This design comes from an exercise in tuning for small area and a short achievable clock period on the open sky130 flow, not from production work. Only simulation tests tie the RTL to the original design; equivalence was not proved. Power is estimated from default activity; no workload was simulated.

`flow/factor128.hex`:
```
7fff0000
7fd70647
7f610c8b
7e9c12c7
7d8918f8
7c291f19
7a7c2527
78832b1e
764030fb
73b536b9
70e13c56
6dc941cd
6a6c471c
66ce4c3f
62f15133
5ed655f4
5a815a81
55f45ed6
513362f1
4c3f66ce
471c6a6c
41cd6dc9
3c5670e1
36b973b5
30fb7640
2b1e7883
25277a7c
1f197c29
18f87d89
12c77e9c
0c8b7f61
06477fd7
00007fff
f9b97fd7
f3757f61
ed397e9c
e7087d89
e0e77c29
dad97a7c
d4e27883
cf057640
c94773b5
c3aa70e1
be336dc9
b8e46a6c
b3c166ce
aecd62f1
aa0c5ed6
a57f5a81
a12a55f4
9d0f5133
99324c3f
9594471c
923741cd
8f1f3c56
8c4b36b9
89c030fb
877d2b1e
85842527
83d71f19
827718f8
816412c7
809f0c8b
80290647
80010000
8029f9b9
809ff375
8164ed39
8277e708
83d7e0e7
8584dad9
877dd4e2
89c0cf05
8c4bc947
8f1fc3aa
9237be33
9594b8e4
9932b3c1
9d0faecd
a12aaa0c
a57fa57f
aa0ca12a
aecd9d0f
b3c19932
b8e49594
be339237
c3aa8f1f
c9478c4b
cf0589c0
d4e2877d
dad98584
e0e783d7
e7088277
ed398164
f375809f
f9b98029
00008001
06478029
0c8b809f
12c78164
18f88277
1f1983d7
25278584
2b1e877d
30fb89c0
36b98c4b
3c568f1f
41cd9237
471c9594
4c3f9932
51339d0f
55f4a12a
5a81a57f
5ed6aa0c
62f1aecd
66ceb3c1
6a6cb8e4
6dc9be33
70e1c3aa
73b5c947
7640cf05
7883d4e2
7a7cdad9
7c29e0e7
7d89e708
7e9ced39
7f61f375
7fd7f9b9
```
`flow/run.sh`:
```
#!/bin/bash
# synth_recipe.tcl (not shown) runs the flow's synth.tcl, then flattens the netlist and writes it again
# the make line also repeats each setting of config.mk as NAME=value (left out here)
make -C /OpenROAD-flow-scripts/flow DESIGN_CONFIG=/design/flow/config.mk WORK_HOME=/design/flow/orfs CLKGATE_MAP_FILE= SYNTH_SCRIPT=/design/flow/synth_recipe.tcl finish
```
`flow/config.mk`:
```
export PLATFORM = sky130hd
export DESIGN_NAME = STFT
export DESIGN_NICKNAME = STFT
export VERILOG_FILES = /design/flow/design.v
export SDC_FILE = /design/flow/constraint.sdc
export NUM_CORES = 4
export LEC_CHECK = 0
export CAP_MARGIN = 20
export CORE_MARGIN = 2
export CORE_UTILIZATION = 45
export PLACE_DENSITY = 0.6
export SLEW_MARGIN = 20
export SYNTH_MEMORY_MAX_BITS = 16384
```
`flow/constraint.sdc`:
```
create_clock -name core_clock -period 12.0 [get_ports {clk}]
set_input_delay 2.4000 -clock core_clock [delete_from_list [all_inputs] [get_ports {clk}]]
set_output_delay 2.4000 -clock core_clock [all_outputs]
set_load 0.01 [all_outputs]
```
`flow/design.v`:
```
module twiddleROM (
    input wire [6:0] read_address,
    output wire [31:0] twiddle
);
reg [31:0] twiddleROM [127:0];
initial begin
    $readmemh("factor128.hex", twiddleROM);
end
assign twiddle = twiddleROM[read_address];
endmodule
module STFT (
    input wire clk,
    input wire SAMPLE_VALID,
    input wire signed [23:0] SAMPLE,
    input wire reset,
    output wire wr_en,
    output wire [6:0] wr_idx,
    output wire [31:0] wr_data
);
localparam N = 128;
localparam INS = 126;    
reg vq, vq2;
reg [7:0] xs;
always @(posedge clk) begin
    vq  <= SAMPLE_VALID;
    vq2 <= vq;
    xs  <= SAMPLE[23:16];
end
wire rise = vq & ~vq2;
reg [6:0] c;         
reg [6:0] oidx;      
reg feed;            
reg [6:0] n;
reg signed [8:0] d;
reg [7:0] xp;        
reg pend;
reg [6:0] p;         
reg [7:0] xo;        
reg clr;             
reg [6:0] cc;
reg v0, v1, v2;
reg [32*N-1:0] B;    
reg [8*N-1:0]  S;    
always @(posedge clk) begin
    if (reset) begin
        c <= 7'd0;
        oidx <= INS[6:0];
        feed <= 1'b0;
        n <= 7'd0;
        d <= 9'd0;
        pend <= 1'b0;
        p <= 7'd0;
        xo <= 8'd0;
        clr <= 1'b1;
        cc <= 7'd0;
        v0 <= 1'b0;
        v1 <= 1'b0;
        v2 <= 1'b0;
    end else begin
        c <= c + 7'd1;
        oidx <= oidx + 7'd1;
        if (clr) begin
            cc <= cc + 7'd1;
            if (&cc) clr <= 1'b0;
        end
        if (rise) begin
            feed <= 1'b1;
            n <= 7'd0;
            d <= {1'b0, xo} - {1'b0, xs};
            xp <= xs;
            pend <= 1'b1;
        end else if (feed) begin
            n <= n + 7'd1;
            if (&n) begin
                feed <= 1'b0;
                d <= 9'd0;
            end
        end
        if (pend && c == p) begin
            pend <= 1'b0;
            p <= p + 7'd1;
            xo <= S[15:8];
        end
        v0 <= feed;
        v1 <= v0;
        v2 <= v1;
    end
end
wire [31:0] w_next;
twiddleROM rom (.read_address(c + 7'd1), .twiddle(w_next));
reg [31:0] w;
always @(posedge clk) w <= w_next;
wire signed [15:0] Wr = w[31:16];
wire signed [15:0] Wi = w[15:0];
wire signed [15:0] A  = B[31:16];
wire signed [15:0] Xi = B[15:0];
reg [30:0] rr, ii, ri, ir;
always @(posedge clk) begin
    rr <= Wr * A;
    ii <= Wi * Xi;
    ri <= Wr * Xi;
    ir <= Wi * A;
end
wire [30:0] Rs = rr - ii + 31'h4000;
wire [30:0] Is = ri + ir + 31'h4000;
wire [31:0] res = {Rs[30:15], Is[30:15]};
wire [31:0] b1 = B[63:32];
always @(posedge clk) begin
    B <= {B[31:0],
          clr ? 32'd0 : v1 ? res : B[32*(N-1) +: 32],
          B[32*(N-1)-1:64],
          b1[31:16] + {{7{d[8]}}, d}, b1[15:0]};
    S <= {clr ? 8'd0 : (pend && c == p) ? xp : S[7:0], S[8*N-1:8]};
end
assign wr_en = v2;
assign wr_idx = oidx;
assign wr_data = B[32*INS +: 32];
endmodule
```
==> results.txt <==
Result of the run = timing/DRC/antenna clean
Post-DR wirelength/cell = 15.27 µm
Highest net fanout along the worst path = 32
Part of the Yosys area used for sequential elements = 69.43%
Via count normalized by instance count = 4.410
Final Instance Count excl. Fillers = 16230
Hold buffer count at CTS = 0
Cell at the root of the clock tree = sky130_fd_sc_hd__clkbuf_16
Max Clk Rate = 135.3 MHz
Clock insertion delay at the later pin of the skew report = 1010 ps
Cell Int Power = 28.59 mW
Post-CTS setup buffer count = 0
Area of combinational cells with multiple inputs = 41550 µm²
Top FF cell, synth = sky130_fd_sc_hd__dfxtp_1
CTS H-tree lvls = 5
Clock transition at the register clock pins on the worst setup and hold paths after CTS = 70 ps
Maximum ir drop on the vdd rail = 0.1878 mV
Arrival time reported for the critical path endpoint = 8260 ps
Combined flip-flop and latch cell area = 107300 µm²
Final GP Congestion = 0.8073
Yosys Warn Count = 2
Part of the total power dissipated in sequential elements = 47.7%
Number of I/O port buffers = 50
Dpl ws = 4806 ps
Distinct cells, synth = 86
Clock tree from TritonCTS = built
Mapped cell area = 154400 µm²
Most frequent cells in the layout = 5296 x sky130_fd_sc_hd__dfxtp_1, 1191 x sky130_fd_sc_hd__inv_1, 1026 x sky130_fd_sc_hd__fa_1
Max-slew violation count = 0
Number of endpoints failing setup at the final stage = 0
Final design utilization = 51.50%
Via count of the first global-routing pass = 75410
# Max-Cap Violations = 0
Crit-path slowest cell = sky130_fd_sc_hd__dfxtp_2
Number of buffers created by CTS = 465
Number of top-level design ports = 67
Period Utilization, post-route = 61.61%
Global router's overall resource usage = 14.60%
CP max stage delay = 900 ps
Headroom to the max-slew limit = 22.95%
Layout cells sized above 1 = 8.042%
Final Hold Slack = 201.5 ps
Count of nets after finishing = 12800
Setup skew after layout = 124.7 ps
Slew of the pin with the lowest slew margin = 1156 ps
CTS Buffer Depth = 4
Kind of critical path = register to register
Number of cells produced by synthesis = 10990
Area of the placeable core = 342200 µm²
Routed length on met3 = 13880 µm
Detailed Place HPWL = 155700 µm
Total wire length after detailed routing = 247800 µm
Crit path cell chain = nand2_1, fa_1, inv_1, fa_1, inv_1, fa_1, inv_1, fa_1, fa_1, inv_1, fa_1, inv_1, ha_1, a21oi_1, inv_1, a2111oi_1, o31ai_1, buf_4, nand3_1, o211ai_1, a31o_2, a21oi_1, xnor2_1
Starting utilization of the core area = 45.13%
Switching fraction of total power = 24.54%
Net switching power of the design = 9.301 mW
Fillcell total = 28590
Overall die area = 347900 µm²
Classification of the worst-slack hold path = register to register
Number of antenna violations at the first check in global routing = 11
Portion of total power attributed to the clock network = 39.5%
DRC = 0
Setup repair after global routing missed its margin = false
Commonest non-fill, non-tap cell in the layout = sky130_fd_sc_hd__dfxtp_1
Endpoint required time on the critical path = 12870 ps
Met2 layer wire length in the routed design = 104500 µm
First-pass GRT wire length = 407000 µm
Total routed wire length on the met1 layer = 121600 µm
Overall via count from detail_route = 71570
Overflow left after global routing = 0
Number of enable-type register cells in the synthesized netlist = 8
Number of iterations in the first detailed-routing pass = 5
P&R area growth vs syn = 14.11%
CTS sink cnt = 5352
Post-route ant nets = 0
Number of placement rows = 215
Element type at the critical path start = register
Min Tclk post-route = 7393 ps
Number of flip-flops and latches in the synthesized netlist = 5352
Cell total after placement = 15360
Power per cell area = 215.0 nW/µm²
Logic gate share of total power = 12.8%
Maximum number of pins on one net before global-route repair = 63
Crit path setup slack, layout = 4607 ps
Die Y-Extent = 589.8 µm
P_leak = 75.98 nW
Uppermost metal layer occupied by signal nets = met5
Async set-or-reset flop fraction in the synthesized netlist = 0%
DR iter-0 viols = 3611
Average footprint of a synthesized cell = 14.06 µm²
Setup TNS after final layout = 0 ps
Critical path capture point type = register
PostCTS Resize Cnt = 0
Final count of hold timing violations = 0
Synthesized netlist net count = 12520
Die outline width = 589.8 µm
## critical path: cells and delay by family, from the launching register on
kind,cells,cell delay [ps]
AOI/OAI and AO/OA,6,2050
xor gates and xnor gates,1,130
adders and majority gates,7,3340
buffers and inverters,7,530
DFF,1,900
and+or+nand+nor,2,310
## layout make-up
cell class                      count  share of cell area [%]
Timing Repair Buffer              129                  0.6177
Tap cell                         4557                   3.236
Sequential cell                  5352                   60.88
Inverter                         1193                   2.541
Multi-Input combinational cell   4128                   23.58
Clock inverter                    171                   1.341
Clock buffer                      691                   7.796
Antenna cell                        7                0.009940
## power groups by stage
stage / Combinational (mW) / Sequential, mW / Clock [mW]
6_report: 4.85 / 18.1 / 15.0
5_1_grt: 5.57 / 18.1 / 16.2
4_1_cts: 4.90 / 18.1 / 15.4
3_5_place_dp: 4.86 / 18.5 / 0
3_3_place_gp: 4.79 / 18.5 / 0
2_1_floorplan: 3.61 / 18.4 / 0
## registers in the layout, summed over array words and instances (netlist names), 9 cells and up
register  cells
S          1024
ii           31
d             9
B          4096
ri           31
rr           31
ir           31
w            32
## metrics by stage
stage                     power [mW]  instance area (µm²)
after global placement         23.27               160100
after detailed placement       23.34               160100
after global routing           39.85               176200
final                          37.89               176200
after floorplan                22.01               154400
after CTS                      38.43               176200
## synthesized netlist by cell type (36+ instances only)
cell	count	share of area (%)
sky130_fd_sc_hd__a211oi_1	42	0.20
sky130_fd_sc_hd__nand2b_1	46	0.19
sky130_fd_sc_hd__clkbuf_1	258	0.63
sky130_fd_sc_hd__a21oi_1	184	0.60
sky130_fd_sc_hd__xnor2_1	155	0.88
sky130_fd_sc_hd__mux2i_1	38	0.25
sky130_fd_sc_hd__nor2_1	284	0.69
sky130_fd_sc_hd__inv_1	1192	2.9
sky130_fd_sc_hd__nand2_1	671	1.6
sky130_fd_sc_hd__dfxtp_1	5344	69
sky130_fd_sc_hd__xor2_1	61	0.35
sky130_fd_sc_hd__nor3_1	52	0.17
sky130_fd_sc_hd__and2_1	488	2.0
sky130_fd_sc_hd__a21o_1	48	0.23
sky130_fd_sc_hd__nand3_1	44	0.14
sky130_fd_sc_hd__ha_1	479	3.9
sky130_fd_sc_hd__a31oi_1	36	0.15
sky130_fd_sc_hd__o21ai_0	143	0.46
sky130_fd_sc_hd__fa_1	1026	13
## metal layers
layer  vias up  GRT usage (%)
met5         -              0
li1      34330              -
met4        10          4.852
met1     35260          21.32
met3       433          2.947
met2      1542          21.69
## cell families after synthesis
group           share of synthesized area [%]
simple gates                            5.300
compound gates                          2.790
mux                                    0.3192
flops                                   69.43
buf+inv                                 3.745
fa+ha+maj                               17.18
xor+xnor                                1.236
## path summary, 6_finish.rpt
| check | startpoint | to | slack, ps | cells past startpoint |
|---|---|---|---|---|
| setup / recovery | w[7] | ii[30] | 4610 | 23 |
| hold / removal | S[490] | S[482] | 200 | 0 |
| hold reg to reg | S[490] | S[482] | 200 | 0 |
| setup reg to reg | w[7] | ii[30] | 4610 | 23 |

## separate check: timing with driven ports
How much do the figures lean on ideal ports? The routed layout below was timed once more, with nothing changed but the port constraints. Step 1, drivers: a clkbuf_16 drives clk and a buf_2 each remaining input, both assumed. Step 2 moves the port delays by t, midway between the first and last clock arrival at a register: inputs arrive t later, outputs are due t later. That takes back most of the time a late clock gives input paths. a / b / c = no drivers / after step 1 / after step 2; a / b = the first two.
shift t [ns]: 1.060
slack for setup (ns): 4.607 / 4.607 / 4.607
worst data-port slew with drivers (ns): 0.11
cell pins on the clock port's net: 1
After both steps this run still meets setup and hold. The setup slack of this run moves by 0.000 ns with the drivers and by 0.000 ns with both steps.
